Background: an optimization exercise with open tools, aiming at small area. Do not read the settings as production practice. In this exercise RTL edits were held to simulation tests only and were not proved equivalent to the original. Power figures rest on the tool's default switching activity, not on a simulated workload.

File: design.v
module rob(
    input  logic        clk,
    input  logic        rst,
    input  logic        decode,
    input  logic [4:0]  rdaddr,
    input  logic [5:0]  pr,
    input  logic [63:0] current_pc,
    input  logic        exception,
    output logic [4:0]  rd_rob,        
    output logic        full,
    input  logic        reorder,
    input  logic [4:0]  result_rd_tag,
    output logic [5:0]  rob_pr,        
    input  logic        writeback,
    output logic        wb_ready,
    output logic [4:0]  rd_id,
    output logic [5:0]  wb_pr,
    output logic [63:0] wb_pc,
    output logic        wb_exception
    );
    logic [75:0] rob_data [32];
    logic        rob_v    [32];
    logic        rob_rd_v [32];
    logic [4:0] head, tail;
    logic [5:0] count;
    logic do_decode, do_commit;
    assign rd_rob    = tail;
    assign full      = (count == 6'd32);
    assign do_decode = decode && !full;
    assign do_commit = writeback && rob_v[head] && rob_rd_v[head];
    integer i;
    always_ff @(posedge clk) begin
        if(rst)begin
            for(i=0;i<32;i++)begin
                rob_v[i]    <= 1'b0;
                rob_rd_v[i] <= 1'b0;
                rob_data[i] <= '0;
            end
            head     <= 0;
            tail     <= 0;
            count    <= 0;
            wb_ready <= 0;
        end
        else begin
            wb_ready <= 0;
            if(do_decode) begin
                rob_v[tail]    <= 1;
                rob_rd_v[tail] <= 0;
                rob_data[tail] <= {rdaddr, pr, current_pc, exception};
                tail <= tail+1;
            end
            if(reorder) begin
                rob_pr <= rob_data[result_rd_tag][70:65];
                rob_rd_v[result_rd_tag] <= 1;
            end
            if(do_commit) begin
                wb_ready     <= 1;
                {rd_id, wb_pr, wb_pc, wb_exception} <= rob_data[head];
                rob_v[head]    <= 1'b0;
                rob_rd_v[head] <= 1'b0;
                rob_data[head] <= '0;
                head <= head+1;
            end
            count <= count + {5'd0, do_decode} - {5'd0, do_commit};
        end
    end
endmodule
File: run.sh
#!/bin/bash
# synth_recipe.tcl (not shown) runs the flow's synth.tcl, then flattens the netlist and writes it again
# the make line also repeats each setting of config.mk as NAME=value (left out here)
make -C /OpenROAD-flow-scripts/flow DESIGN_CONFIG=/design/flow/config.mk WORK_HOME=/design/flow/orfs CLKGATE_MAP_FILE= SYNTH_SCRIPT=/design/flow/synth_recipe.tcl finish
File: config.mk
export PLATFORM = sky130hd
export DESIGN_NAME = rob
export DESIGN_NICKNAME = rob
export VERILOG_FILES = /design/flow/design.v
export SDC_FILE = /design/flow/constraint.sdc
export NUM_CORES = 4
export LEC_CHECK = 0
export CAP_MARGIN = 20
export CORE_MARGIN = 2
export CORE_UTILIZATION = 40
export SLEW_MARGIN = 20
File: constraint.sdc
create_clock -name core_clock -period 5.0 [get_ports {clk}]
set_input_delay 1.0000 -clock core_clock [delete_from_list [all_inputs] [get_ports {clk}]]
set_output_delay 1.0000 -clock core_clock [all_outputs]
set_load 0.01 [all_outputs]
==> impl_results.md, run 1 <==
- Outcome: timing/DRC/antenna clean
- Final Slew Violations: 0
- Chip width: 546 um
- Layout cells sized above 1: 12.5%
- Gate power share: 5.2%
- Pwr Density: 345 nW/um^2
- Largest stage delay, worst path: 0.64 ns
- Final #Nets: 12200
- DRC Markers: 0
- Synthesis Warnings: 1
- Mux contribution to synthesized area: 12.9%
- Syn nets: 13000
- Die height: 546 um
- Leading area contributor after synthesis: dfxtp_1
- Worst setup SP type: flip-flop
- Port Buffers: 174
- Unrepaired setup endpoints after global routing: false
- Unique masters post-synth: 50
- Critical path cell sequence: inv_1 > ha_1 > nand4bb_1 > inv_1 > clkdlybuf4s50_1
- Die area: 298000 um^2
- Worst setup EP type: primary output
- Mean post-synth cell area: 9.12 um^2
- Initial antenna violation count: 35
- Worst-path clk slew: 0.06 ns
- FF+latch count, synth: 2600
- Crit Path Max Fanout: 7
- Insertion delay to the later sink of the worst-skew pair: 0.94 ns
- Fin Hold WS: 0.462 ns
- Sw frac: 24.2%
- TNS Setup: 0 ns
- Layout Skew: 0.0796 ns
- Post-route ant nets: 0
- Hold path depth: 2
- Tmin final: 4.11 ns
- Placed Area: 122000 um^2
- Synth Area in Compound Gates: 13.4%
- Largest family of logic cells by synthesized area: simple AND/OR/NAND/NOR gates
- # hold bufs at CTS: 0
- Post-synth ARST share: 0%
- Reg-to-Reg End: rob_data[15][18]$_SDFFE_PP0P_
- Vias post-DR: 106000
- Sequential area share after synthesis: 45.0%
- Rel. slew slack: 6.30%
- Total GRT Usage: 31.5%
- Fmax: 0.243 GHz
- Vias per std cell: 6.50
- Hold_sp: rob_data[3][72]$_SDFFE_PP0P_
- Top post-synthesis cells by area: dfxtp_1, mux4_2, a21oi_1
- TritonCTS Buffers: 289
- Drt first pass iters: 8
- Worst hold path class: flip-flop to flip-flop
- WL/cell: 30.2 um
- Synth Instances: 12900
- First-pass GRT wire length: 702 mm
- R2R cell count: 8
- Vias in the first global route: 102000
- Clock Sinks: 2600
- R2r setup slk: 0.98 ns
- DP HPWL: 251 mm
- Max clock buf depth: 4
- Hold EP: rob_data[3][72]$_SDFFE_PP0P_
- Final setup fails: 0
- Cell mode on critical path: inv_1
- EDFF count, synth: 82
- Root Buffer: clkbuf_16
- Worst slew pin tran: 1.41 ns
- Most common cell after layout, fill and taps aside: dfxtp_1
- Synth Flop Type: dfxtp_1
- P_sw: 11.0 mW
- Post-route cell area: 131000 um^2
- Final count of hold timing violations: 0
- Tcrit/Tclk final: 82.3%
- Routability cong.: 0.840
- H-Tree Depth: 5
- Initial DRC Count: 15400
- Largest net degree at the start of global routing: 204
- P_leak: 47.8 nW
- Num ports: 175
- Part of the power in registers: 46.8%
- Max IR drop VDD: 0.000308 V
- Clock power frac: 48.0%
- CP required: 4.00 ns
- Area share of fa/ha/maj cells after synthesis: 0.188%
- Setup Fix Bufs, Post-CTS: 0
- Crit Path Category: flip-flop to primary output
- Final WL: 490 mm
- Initial Util: 40.3%
- Internal power component: 34.4 mW
- Area grow syn2layout: 11.9%
- Num rows: 198
- Simple-Gate Fraction of Synth Area: 23.0%
- CTS resizes: 0
- # fillers: 27300
- Most frequent cells in the layout: dfxtp_1, a21oi_1, nor2_1
- Yosys top cell area share: 42.9%
- Core area: 292000 um^2
- Xor-xnor portion of the synthesized cell area: 0.0597%
- Critical Path AT: 3.11 ns
- Critical Path Slowest Stage Cell: clkdlybuf4s50_1
- CTS tree: done
- Max cap viols: 0
- Grt total ovfl: 0
- Syn Std Cell Area: 117000 um^2
## synth_stat cells, drive strengths merged, types with 2 or more instances
| master | instances |
|---|---|
| dfxtp | 2518 |
| a21oi | 2487 |
| nor2 | 1867 |
| nor3b | 1467 |
| clkbuf | 1229 |
| nand2 | 673 |
| mux4 | 660 |
| nand3 | 615 |
| a22oi | 407 |
| and3 | 311 |
| buf | 304 |
| nand4 | 92 |
| edfxtp | 82 |
| nor4 | 32 |
| inv | 19 |
| a32oi | 18 |
| mux2i | 18 |
| ha | 16 |
| nor2b | 9 |
| mux2 | 6 |
| and2 | 5 |
| or2 | 5 |
| xor2 | 5 |
| a31oi | 4 |
| nor3 | 4 |
| or4 | 4 |
| and3b | 3 |
| xnor2 | 3 |
| o211ai | 2 |
| o31ai | 2 |
## stage by stage
| step | cells | setup WS, ns | power, mW | util, % |
|---|---|---|---|---|
| 2_1_floorplan | 12900 | 0.224 | 23.1 | - |
| 3_3_place_gp | 15700 | 0.806 | 23.9 | 41.8 |
| 3_5_place_dp | 15700 | 0.733 | 24.0 | 41.8 |
| 4_1_cts | 16200 | 0.916 | 45.4 | 45.1 |
| 5_1_grt | 16200 | 0.845 | 46.4 | 45.1 |
| 6_report | 16300 | 0.887 | 45.3 | 45.1 |
## worst max-delay path, delay by kind of cell, from the launching register on
kind	cells	cell delay, ns
buffers and inverters	3	1.31
DFF	1	0.31
adders and majority gates	1	0.16
and+or+nand+nor	1	0.45
## cells by family after synthesis
| logic type | after synthesis |
|---|---|
| AOI/OAI and AO/OA | 2927 |
| xor gates and xnor gates | 8 |
| adders and majority gates | 17 |
| buffers and inverters | 1552 |
| DFF | 2600 |
| muxes | 684 |
| and+or+nand+nor | 5092 |
## flip-flops by register name, indices dropped and copies added (netlist names), 5 cells and up, named ones only
register and cells:
rob_rd_v 32, rd_id 5, count 6, head 5, tail 5, rob_v 32
rob_pr 6, wb_pc 64, rob_data 2432, wb_pr 6
## layer usage
metal	GRT usage (%)	share of wire, %	up-vias
met5	0	0.031	-
met1	40.3	38	52100
met2	48.0	44	7443
met3	7.96	12	1786
met4	18.8	6.5	24
li1	-	-	44300
## power by group through the flow
stage	Sequential [mW]	Clock, mW	Combinational, mW
final	21.2	21.7	2.36
after global routing	21.2	22.7	2.48
after CTS	21.2	21.9	2.30
after detailed placement	21.7	0	2.29
after global placement	21.7	0	2.26
after floorplan	21.6	0	1.42
## layout make-up
class	count	area, um^2	area share (%)
Multi-Input combinational cell	8728	58700	44.6
Clock buffer	436	8730	6.65
Timing Repair Buffer	486	5320	4.05
Sequential cell	2600	52900	40.2
Tap cell	3900	4880	3.71
Clock inverter	68	811	0.617
Inverter	19	78.8	0.0600
Antenna cell	17	42.5	0.0324
## how the worst max path moves through the flow
stage                                    from                       endpoint  slack, ns  cells after the start
after floorplan                           rst             rd_id[0]$_DFFE_PP_       0.22                      5
after global placement                 decode  rob_data[31][39]$_SDFFE_PP0P_       0.81                      8
after detailed placement               decode   rob_data[31][8]$_SDFFE_PP0P_       0.73                      8
after CTS                 count[4]$_SDFF_PP0_                           full       0.92                      5
after global routing      count[3]$_SDFF_PP0_                           full       0.85                      5
final                     count[2]$_SDFF_PP0_                           full       0.89                      5
==> run 2: changes to the inputs <==
==> design.v (replaced) <==
module rob(
    input  logic        clk,
    input  logic        rst,
    input  logic        decode,
    input  logic [4:0]  rdaddr,
    input  logic [5:0]  pr,
    input  logic [63:0] current_pc,
    input  logic        exception,
    output logic [4:0]  rd_rob,        
    output logic        full,
    input  logic        reorder,
    input  logic [4:0]  result_rd_tag,
    output logic [5:0]  rob_pr,        
    input  logic        writeback,
    output logic        wb_ready,
    output logic [4:0]  rd_id,
    output logic [5:0]  wb_pr,
    output logic [63:0] wb_pc,
    output logic        wb_exception
    );
    logic [75:0] rob_data [32];
    logic [31:0] rob_rd_v;             
    logic [4:0]  head, tail;
    logic        full_r;
    logic [31:0] wsel, wsel_n;         
    logic [31:0] last_oh;              
    logic [31:0] ctag_oh;              
    logic empty, do_decode, do_commit;
    logic [4:0]  tail_nx;
    logic        full_nx;
    logic [31:0] head_oh, tail_oh, rtag_oh, wsel_nx;
    always_comb begin
        for (int k = 0; k < 32; k++) begin
            head_oh[k] = (head == k[4:0]);
            tail_oh[k] = (tail == k[4:0]);
            rtag_oh[k] = (result_rd_tag == k[4:0]);
            wsel_nx[k] = (tail_nx == k[4:0]) && !full_nx;
        end
    end
    assign rd_rob    = tail;
    assign full      = full_r;
    assign empty     = (head == tail) && !full_r;
    assign do_decode = decode && !full_r;
    assign do_commit = writeback && !empty && |(rob_rd_v & head_oh);
    always_comb begin
        if (rst) begin
            tail_nx = '0;
            full_nx = 1'b0;
        end else begin
            tail_nx = do_decode ? tail + 5'd1 : tail;
            if (do_decode && !do_commit && (tail + 5'd1 == head)) full_nx = 1'b1;
            else if (do_commit && !do_decode)                     full_nx = 1'b0;
            else                                                  full_nx = full_r;
        end
    end
    always_ff @(posedge clk) begin
        for (int k = 0; k < 32; k++)
            rob_data[k] <= ({76{wsel[k]}}   & {rdaddr, pr, current_pc, exception})
                         | ({76{wsel_n[k]}} & rob_data[k]);
    end
    always_ff @(posedge clk) begin
        tail   <= tail_nx;
        full_r <= full_nx;
        wsel   <= wsel_nx;
        wsel_n <= ~wsel_nx;
        if (rst) begin
            rob_rd_v <= '0;
            head     <= 0;
            wb_ready <= 0;
        end
        else begin
            for (int k = 0; k < 32; k++) begin
                if (do_decode && tail_oh[k]) rob_rd_v[k] <= 1'b0;
                if (reorder && rtag_oh[k])   rob_rd_v[k] <= 1'b1;
                if (do_commit && head_oh[k]) rob_rd_v[k] <= 1'b0;
            end
            if (do_commit) head <= head + 1;
            wb_ready <= do_commit;
        end
    end
    always_ff @(posedge clk) begin
        last_oh <= head_oh;
        ctag_oh <= rtag_oh;
    end
    always_comb begin
        logic [75:0] w;
        logic [5:0]  p;
        w = '0;
        p = '0;
        for (int k = 0; k < 32; k++) begin
            w = w | ({76{last_oh[k]}} & rob_data[k]);
            p = p | ({6{ctag_oh[k]}} & rob_data[k][70:65]);
        end
        {rd_id, wb_pr, wb_pc, wb_exception} = w;
        rob_pr = p;
    end
endmodule
==> run 2 against run 1 <==
Net effect:
- wire length fell by 5.8%
- cell count fell by 31%
- die area fell by 21%
- sequential share of layout area rose by 9.3 points
- count of clock-buffer cells in the layout fell by 32
- core utilization rose by 0.99 points
- total power rose by 7.4%
- non-clock buffer count fell by 56
- largest cell class is now flip-flops and latches
==> impl_results.md, run 2 <==
- Outcome: timing/DRC/antenna clean (unchanged)
- Worst setup EP type: primary output (unchanged)
- Critical path cell sequence: buf_4 > a22oi_1 > nand4_1 > or4_1 > clkdlybuf4s50_1 (was inv_1 > ha_1 > nand4bb_1 > inv_1 > clkdlybuf4s50_1)
- Largest stage delay, worst path: 1.12 ns (was 0.64 ns)
- Worst setup SP type: flip-flop (unchanged)
- Final setup fails: 0 (unchanged)
- Grt total ovfl: 0 (unchanged)
- TritonCTS Buffers: 285 (was 289)
- Synth Instances: 8210 (was 12900)
- Unrepaired setup endpoints after global routing: false (unchanged)
- Die height: 485 um (was 546 um)
- Vias per std cell: 7.58 (was 6.50)
- Gate power share: 7.3% (was 5.2%)
- Most common cell after layout, fill and taps aside: a22o_1 (was dfxtp_1)
- P_leak: 40.3 nW (was 47.8 nW)
- Die area: 235000 um^2 (was 298000 um^2)
- P_sw: 11.8 mW (was 11.0 mW)
- Critical Path Slowest Stage Cell: dfxtp_4 (was clkdlybuf4s50_1)
- Num rows: 176 (was 198)
- FF+latch count, synth: 2604 (was 2600)
- Area grow syn2layout: 14.4% (was 11.9%)
- Vias post-DR: 84500 (was 106000)
- Post-synth ARST share: 0% (unchanged)
- Layout Skew: 0.0586 ns (was 0.0796 ns)
- First-pass GRT wire length: 633 mm (was 702 mm)
- Crit Path Category: flip-flop to primary output (unchanged)
- Synthesis Warnings: 2 (was 1)
- Root Buffer: clkbuf_16 (unchanged)
- Sequential area share after synthesis: 56.3% (was 45.0%)
- Clock power frac: 44.1% (was 48.0%)
- H-Tree Depth: 5 (unchanged)
- Yosys top cell area share: 56.3% (was 42.9%)
- Routability cong.: 0.928 (was 0.840)
- Chip width: 485 um (was 546 um)
- CP required: 4.00 ns (about the same)
- Final Slew Violations: 0 (unchanged)
- Final count of hold timing violations: 0 (unchanged)
- Max clock buf depth: 4 (unchanged)
- Most frequent cells in the layout: a22o_1, dfxtp_1, a22oi_1 (was dfxtp_1, a21oi_1, nor2_1)
- Worst hold path class: flip-flop to flip-flop (unchanged)
- Port Buffers: 174 (unchanged)
- Worst-path clk slew: 0.06 ns (about the same)
- WL/cell: 41.4 um (was 30.2 um)
- Core area: 230000 um^2 (was 292000 um^2)
- Initial DRC Count: 16300 (was 15400)
- Commonest cells post-synth: dfxtp_1, a22o_1, a22oi_1 (was dfxtp_1, a21oi_1, nor2_1)
- Setup Fix Bufs, Post-CTS: 0 (unchanged)
- Placed Area: 96600 um^2 (was 122000 um^2)
- Pwr Density: 460 nW/um^2 (was 345 nW/um^2)
- Vias in the first global route: 78600 (was 102000)
- Critical Path AT: 3.98 ns (was 3.11 ns)
- Part of the power in registers: 48.6% (was 46.8%)
- Fmax: 0.201 GHz (was 0.243 GHz)
- Max FFs per register: 2432 (unchanged)
- Unique masters post-synth: 55 (was 50)
- Final WL: 462 mm (was 490 mm)
- Clock Sinks: 2604 (was 2600)
- CTS resizes: 0 (unchanged)
- Post-route cell area: 106000 um^2 (was 131000 um^2)
- Tcrit/Tclk final: 99.6% (was 82.3%)
- CTS tree: done (unchanged)
- Layout cells sized above 1: 10.7% (was 12.5%)
- Top post-synthesis cells by area: dfxtp_1, a22o_1, a22oi_1 (was dfxtp_1, mux4_2, a21oi_1)
- Rel. slew slack: 11.9% (was 6.30%)
- Largest net degree at the start of global routing: 48 (was 204)
- Synth Flop Type: dfxtp_1 (unchanged)
- Internal power component: 36.8 mW (was 34.4 mW)
- Area occupied by multi-input gates: 36500 um^2 (was 58700 um^2)
- TNS Setup: 0 ns (unchanged)
- Cell with the most instances after synthesis: dfxtp_1 (unchanged)
- Num ports: 175 (unchanged)
- # hold bufs at CTS: 0 (unchanged)
- Final #Nets: 7993 (was 12200)
- Sw frac: 24.3% (was 24.2%)
- Tmin final: 4.98 ns (was 4.11 ns)
- Register area: 52500 um^2 (was 52900 um^2)
- Syn nets: 8308 (was 13000)
- Mean post-synth cell area: 11.3 um^2 (was 9.12 um^2)
- Max IR drop VDD: 0.000304 V (was 0.000308 V)
- # fillers: 20700 (was 27300)
- Insertion delay to the later sink of the worst-skew pair: 0.96 ns (was 0.94 ns)
- EDFF count, synth: 0 (was 82)
- Syn Std Cell Area: 92500 um^2 (was 117000 um^2)
- Crit Path Max Fanout: 40 (was 7)
- Most flop-heavy register: rob_data (unchanged)
- Worst slew pin tran: 1.32 ns (was 1.41 ns)
- DRC Markers: 0 (unchanged)
- Initial Util: 40.2% (was 40.3%)
- Leading area contributor after synthesis: dfxtp_1 (unchanged)
- DP HPWL: 238 mm (was 251 mm)
- Max cap viols: 0 (unchanged)
- Post-route ant nets: 0 (unchanged)
- Total GRT Usage: 37.3% (was 31.5%)
- Drt first pass iters: 8 (unchanged)
- Initial antenna violation count: 31 (was 35)
==> run 2: cell count changes in the layout (fill, tap and decap cells not counted), sizes merged, moves of 82 or more <==
cell	change
a21oi	-2482
a221oi	+193
a22o	+2597
a22oi	+581
and3	-305
dfxtp	+86
edfxtp	-82
mux4	-660
nand2	-584
nand3	-437
nor2	-1757
nor3b	-1464
==> run 2: logic make-up after synthesis <==
family                     Yosys count  share of synthesized area (%)
adders and majority gates           12                          0.162
buffers and inverters             1042                           4.27
AOI/OAI and AO/OA                 3842                           35.0
xor gates and xnor gates            12                          0.114
and+or+nand+nor                    690                           4.02
DFF                               2604                           56.3
muxes                                8                         0.0933
==> run 2: cell type report <==
cell class / instances / area share (%)
sequential: 2604 / 49.6
clock buffer: 404 / 7.82
inverter: 10 / 0.0355
antenna: 22 / 0.0520
tap: 3026 / 3.58
clock inverter: 84 / 0.978
multi-input combinational: 4564 / 34.4
timing repair buffer: 430 / 3.52
==> run 2: worst max-delay path, delay by kind of cell, from the launching register on <==
kind            cells  cell delay (ns)
buf+inv             2             1.13
flops               1             1.12
simple gates        2             0.53
compound gates      1             0.18
==> run 2: final timing paths <==
kind / from / depth (start not counted) / slack (ns) / to
worst max-delay path: last_oh[3]$_DFF_P_ / 5 / 0.02 / wb_pc[1]
worst min-delay path: rob_data[12][28]$_DFF_P_ / 1 / 0.47 / rob_data[12][28]$_DFF_P_
worst max register to register: head[1]$_SDFFE_PP0P_ / 10 / 1.34 / rob_rd_v[1]$_SDFFE_PP0P_
worst min register to register: rob_data[12][28]$_DFF_P_ / 1 / 0.47 / rob_data[12][28]$_DFF_P_
==> run 2: layer usage <==
layer  vias up  GRT usage [%]  wire length (um)
met5         -              0               149
met4        26           20.0             28900
met3      1922           13.8             75300
met2      8743           51.2            183000
met1     41900           50.3            174000
li1      32000              -                 -
==> run 2: metrics by stage <==
stage / total power [mW] / utilization, % / worst slack, ns / hold slack [ns] / std cells
4_1_cts: 48.4 / 46.1 / 0.122 / 0.473 / 11100
5_1_grt: 49.7 / 46.0 / 0.0344 / 0.481 / 11100
3_3_place_gp: 27.4 / 42.1 / 1.13 / 0.453 / 10600
3_5_place_dp: 27.4 / 42.0 / 1.13 / 0.454 / 10600
6_report: 48.7 / 46.1 / 0.0206 / 0.471 / 11100
2_1_floorplan: 25.8 / - / 2.39 / 0.440 / 8210
==> run 2: power by group through the flow <==
stage,combinational (mW),clock [mW],sequential [mW]
2_1_floorplan,2.29,0,23.5
3_3_place_gp,3.42,0,23.9
3_5_place_dp,3.49,0,23.9
4_1_cts,3.51,21.4,23.5
5_1_grt,3.77,22.3,23.7
6_report,3.58,21.5,23.6
==> run 3: changes to the inputs <==
--- a/config.mk
+++ b/config.mk
@@ -10,2 +10,5 @@
 export CORE_UTILIZATION = 40
+export CTS_BUF_LIST = sky130_fd_sc_hd__clkbuf_8
+export CTS_CLUSTER_DIAMETER = 50
+export CTS_CLUSTER_SIZE = 16
 export SLEW_MARGIN = 20
==> run 3 against run 2 <==
Net effect:
- now fails the layout checks on setup timing
- area after synthesis unchanged
- count of clock-buffer cells in the layout down 152
- first-iteration DRC count down 2.0%
- fmax down 1.4%
- combinational power about the same
- critical path type unchanged
- critical endpoint is now wb_pc[22]
==> impl_results.md, run 3 <==
- Tmin final: 5.05 ns (was 4.98 ns)
- Commonest cells post-synth: dfxtp_1, a22o_1, a22oi_1 (unchanged)
- Num ports: 175 (unchanged)
- Max FFs per register: 2432 (unchanged)
- Area grow syn2layout: 10.1% (was 14.4%)
- R2r setup slk: 1.36 ns (was 1.34 ns)
- H-Tree Depth: 4 (was 5)
- Xor-xnor portion of the synthesized cell area: 0.114% (unchanged)
- Post-route ant nets: 0 (unchanged)
- DP HPWL: 238 mm (unchanged)
- Worst setup SP type: flip-flop (unchanged)
- # fillers: 21100 (was 20700)
- Mux contribution to synthesized area: 0.0933% (unchanged)
- Insertion delay to the later sink of the worst-skew pair: 1.13 ns (was 0.96 ns)
- Crit Path Category: flip-flop to primary output (unchanged)
- Max IR drop VDD: 0.000315 V (was 0.000304 V)
- Unique masters post-synth: 55 (unchanged)
- Simple-Gate Fraction of Synth Area: 4.02% (unchanged)
- Final WL: 466 mm (was 462 mm)
- Mean post-synth cell area: 11.3 um^2 (unchanged)
- Tcrit/Tclk final: 101% (was 99.6%)
- Synthesis Warnings: 2 (unchanged)
- Final #Nets: 7951 (was 7993)
- Vias in the first global route: 77700 (was 78600)
- Layout cells sized above 1: 10.3% (was 10.7%)
- Die height: 485 um (unchanged)
- Num rows: 176 (unchanged)
- Largest net degree at the start of global routing: 48 (unchanged)
- Final Slew Violations: 0 (unchanged)
- Yosys top cell area share: 56.3% (unchanged)
- Routability cong.: 0.928 (unchanged)
- Chip width: 485 um (unchanged)
- Initial Util: 40.2% (unchanged)
- Sequential area share after synthesis: 56.3% (unchanged)
- Post-synth ARST share: 0% (unchanged)
- Total GRT Usage: 37.3% (about the same)
- Port Buffers: 174 (unchanged)
- Area share of fa/ha/maj cells after synthesis: 0.162% (unchanged)
- Pwr Density: 403 nW/um^2 (was 460 nW/um^2)
- Synth Instances: 8210 (unchanged)
- Met2 usage: 51.3% (was 51.2%)
- Drt first pass iters: 8 (unchanged)
- Most common cell after layout, fill and taps aside: a22o_1 (unchanged)
- Worst slew pin tran: 1.38 ns (was 1.32 ns)
- DRC Markers: 0 (unchanged)
- # hold bufs at CTS: 0 (unchanged)
- Outcome: finished with violations (was timing/DRC/antenna clean)
- Fin Hold WS: 0.480 ns (was 0.471 ns)
- Final setup fails: 1 (was 0)
- Met3 usage: 13.5% (was 13.8%)
- Final count of hold timing violations: 0 (unchanged)
- Rel. slew slack: 8.11% (was 11.9%)
- Syn nets: 8308 (unchanged)
- FF+latch count, synth: 2604 (unchanged)
- TritonCTS Buffers: 228 (was 285)
- Top post-synthesis cells by area: dfxtp_1, a22o_1, a22oi_1 (unchanged)
- Fin cells: 11100 (about the same)
- Worst hold path class: flip-flop to flip-flop (unchanged)
- Worst setup EP type: primary output (unchanged)
- Largest family of logic cells by synthesized area: compound AO/OA/AOI/OAI gates (unchanged)
- WL/cell: 42.1 um (was 41.4 um)
- Met1 Use GR: 50.6% (was 50.3%)
- Synth Area in Compound Gates: 35.0% (unchanged)
- Failed Checks: setup timing
- Gr busiest metal: met2 (unchanged)
- Leading area contributor after synthesis: dfxtp_1 (unchanged)
- Synth Flop Type: dfxtp_1 (unchanged)
- EDFF count, synth: 0 (unchanged)
- Core area: 230000 um^2 (unchanged)
- Vias post-DR: 84200 (was 84500)
- Vias per std cell: 7.60 (was 7.58)
- Grt total ovfl: 0 (unchanged)
- Most frequent cells in the layout: a22o_1, dfxtp_1, a22oi_1 (unchanged)
- Unrepaired setup endpoints after global routing: false (unchanged)
- Die area: 235000 um^2 (unchanged)
- P_leak: 38.5 nW (was 40.3 nW)
- Fmax: 0.198 GHz (was 0.201 GHz)
- Post-Place Cells: 10600 (unchanged)
- Layout Skew: 0.0804 ns (was 0.0586 ns)
- Cell with the most instances after synthesis: dfxtp_1 (unchanged)
- Clock Sinks: 2604 (unchanged)
- Worst-path clk slew: 0.09 ns (was 0.06 ns)
- CP required: 4.00 ns (about the same)
- Max cap viols: 0 (unchanged)
- Initial DRC Count: 15900 (was 16300)
- Syn Std Cell Area: 92500 um^2 (unchanged)
- Most flop-heavy register: rob_data (unchanged)
- CTS tree: done (unchanged)
- Critical Path AT: 4.05 ns (was 3.98 ns)
- Initial antenna violation count: 34 (was 31)
- Crit Path Max Fanout: 36 (was 40)
- Final worst slack: -0.0491 ns (was 0.0206 ns)
- Max clock buf depth: 3 (was 4)
- First-pass GRT wire length: 632 mm (was 633 mm)
- Root Buffer: clkbuf_8 (was clkbuf_16)
## run 3: cell counts after synthesis
Identical to the previous run, type by type.
## run 3: final cells by class
cell class,instances,area [um^2],share of cell area (%)
Sequential cell,2604,52500,51.5
Multi-Input combinational cell,4564,36500,35.8
Timing Repair Buffer,445,4040,3.97
Tap cell,3026,3790,3.72
Clock buffer,252,3470,3.40
Clock inverter,148,1520,1.49
Antenna cell,23,57.6,0.0565
Inverter,10,37.5,0.0369
## run 3: logic make-up after synthesis
group / Yosys count
compound gates: 3842
mux: 8
xor+xnor: 12
flops: 2604
simple gates: 690
buf+inv: 1042
fa+ha+maj: 12
## run 3: power breakdown
part           internal [mW]  switching, mW
clock network           5.71           8.14
logic                   1.82           1.75
registers               22.3           1.28
## run 3: final timing paths
| kind | start | end | cells past startpoint |
|---|---|---|---|
| max | last_oh[19]$_DFF_P_ | wb_pc[22] | 6 |
| min | rob_data[13][54]$_DFF_P_ | rob_data[13][54]$_DFF_P_ | 1 |
| max reg2reg | head[0]$_SDFFE_PP0P_ | rob_rd_v[1]$_SDFFE_PP0P_ | 10 |
| min reg2reg | rob_data[13][54]$_DFF_P_ | rob_data[13][54]$_DFF_P_ | 1 |
## run 3: what timing repair did
item	in CTS	in global routing
hold endpoints to repair	0	0
gates resized for setup	0	2
gates cloned	0	0
buffers inserted	3	11
setup endpoints to repair	5	13
## run 3: through the flow
step	cell area [um^2]	setup slack [ns]	util, %	power [mW]	setup TNS (ns)
floorplan	92500	2.39	-	25.8	0
global route	102000	0.000312	44.3	42.0	0
global placement	96700	1.13	42.1	27.4	0
CTS	102000	0.00260	44.2	40.7	0
finish	102000	-0.0491	44.3	41.0	-0.0491
detailed placement	96600	1.13	42.0	27.4	0
## run 3: routing by layer
layer  up-vias  routed length, um
met3      1871              75300
met2      8543             185000
li1      31800                  -
met1     41900             176000
met4        40              29200
met5         -                361
## run 3: critical path, cell delays in order, from the launching register on
cell	delay, ns
dfxtp_4	0.67
buf_4	0.33
a22o_1	0.20
a221oi_1	0.33
nand3_1	0.19
or4_1	0.69
clkdlybuf4s50_1	0.54

port drivers added, routing unchanged:
In the flow no input, the clock included, has a driving cell. The finished layouts below were timed again as built, in two steps. Step 1, drivers: a clkbuf_16 drives clk and a buf_2 each remaining input, both assumed. Step 2 also shifts input and output timing later by t, the mid clock arrival at the registers, as if the neighbouring blocks saw the same clock. Three values: ideal ports, drivers, drivers and shift; two values: the first two.
| run | t, ns | slack for setup (ns) | worst setup path after step 2 | clock arrival spread, ns | slew at the worst register clock pin (ns) |
|---|---|---|---|---|---|
| run 1 | 0.998 | 0.887 / 0.788 / 0.555 | input to register | 0.079 / 0.079 | 0.07 / 0.07 |
| run 2 | 1.032 | 0.021 / -0.075 / 0.956 | register to output | 0.078 / 0.077 | 0.07 / 0.07 |
| run 3 | 1.177 | -0.049 / -0.139 / 1.038 | register to output | 0.085 / 0.085 | 0.12 / 0.12 |
The setup slack of run 1, which loses most, moves by -0.099 ns with the drivers and by -0.332 ns with both steps.
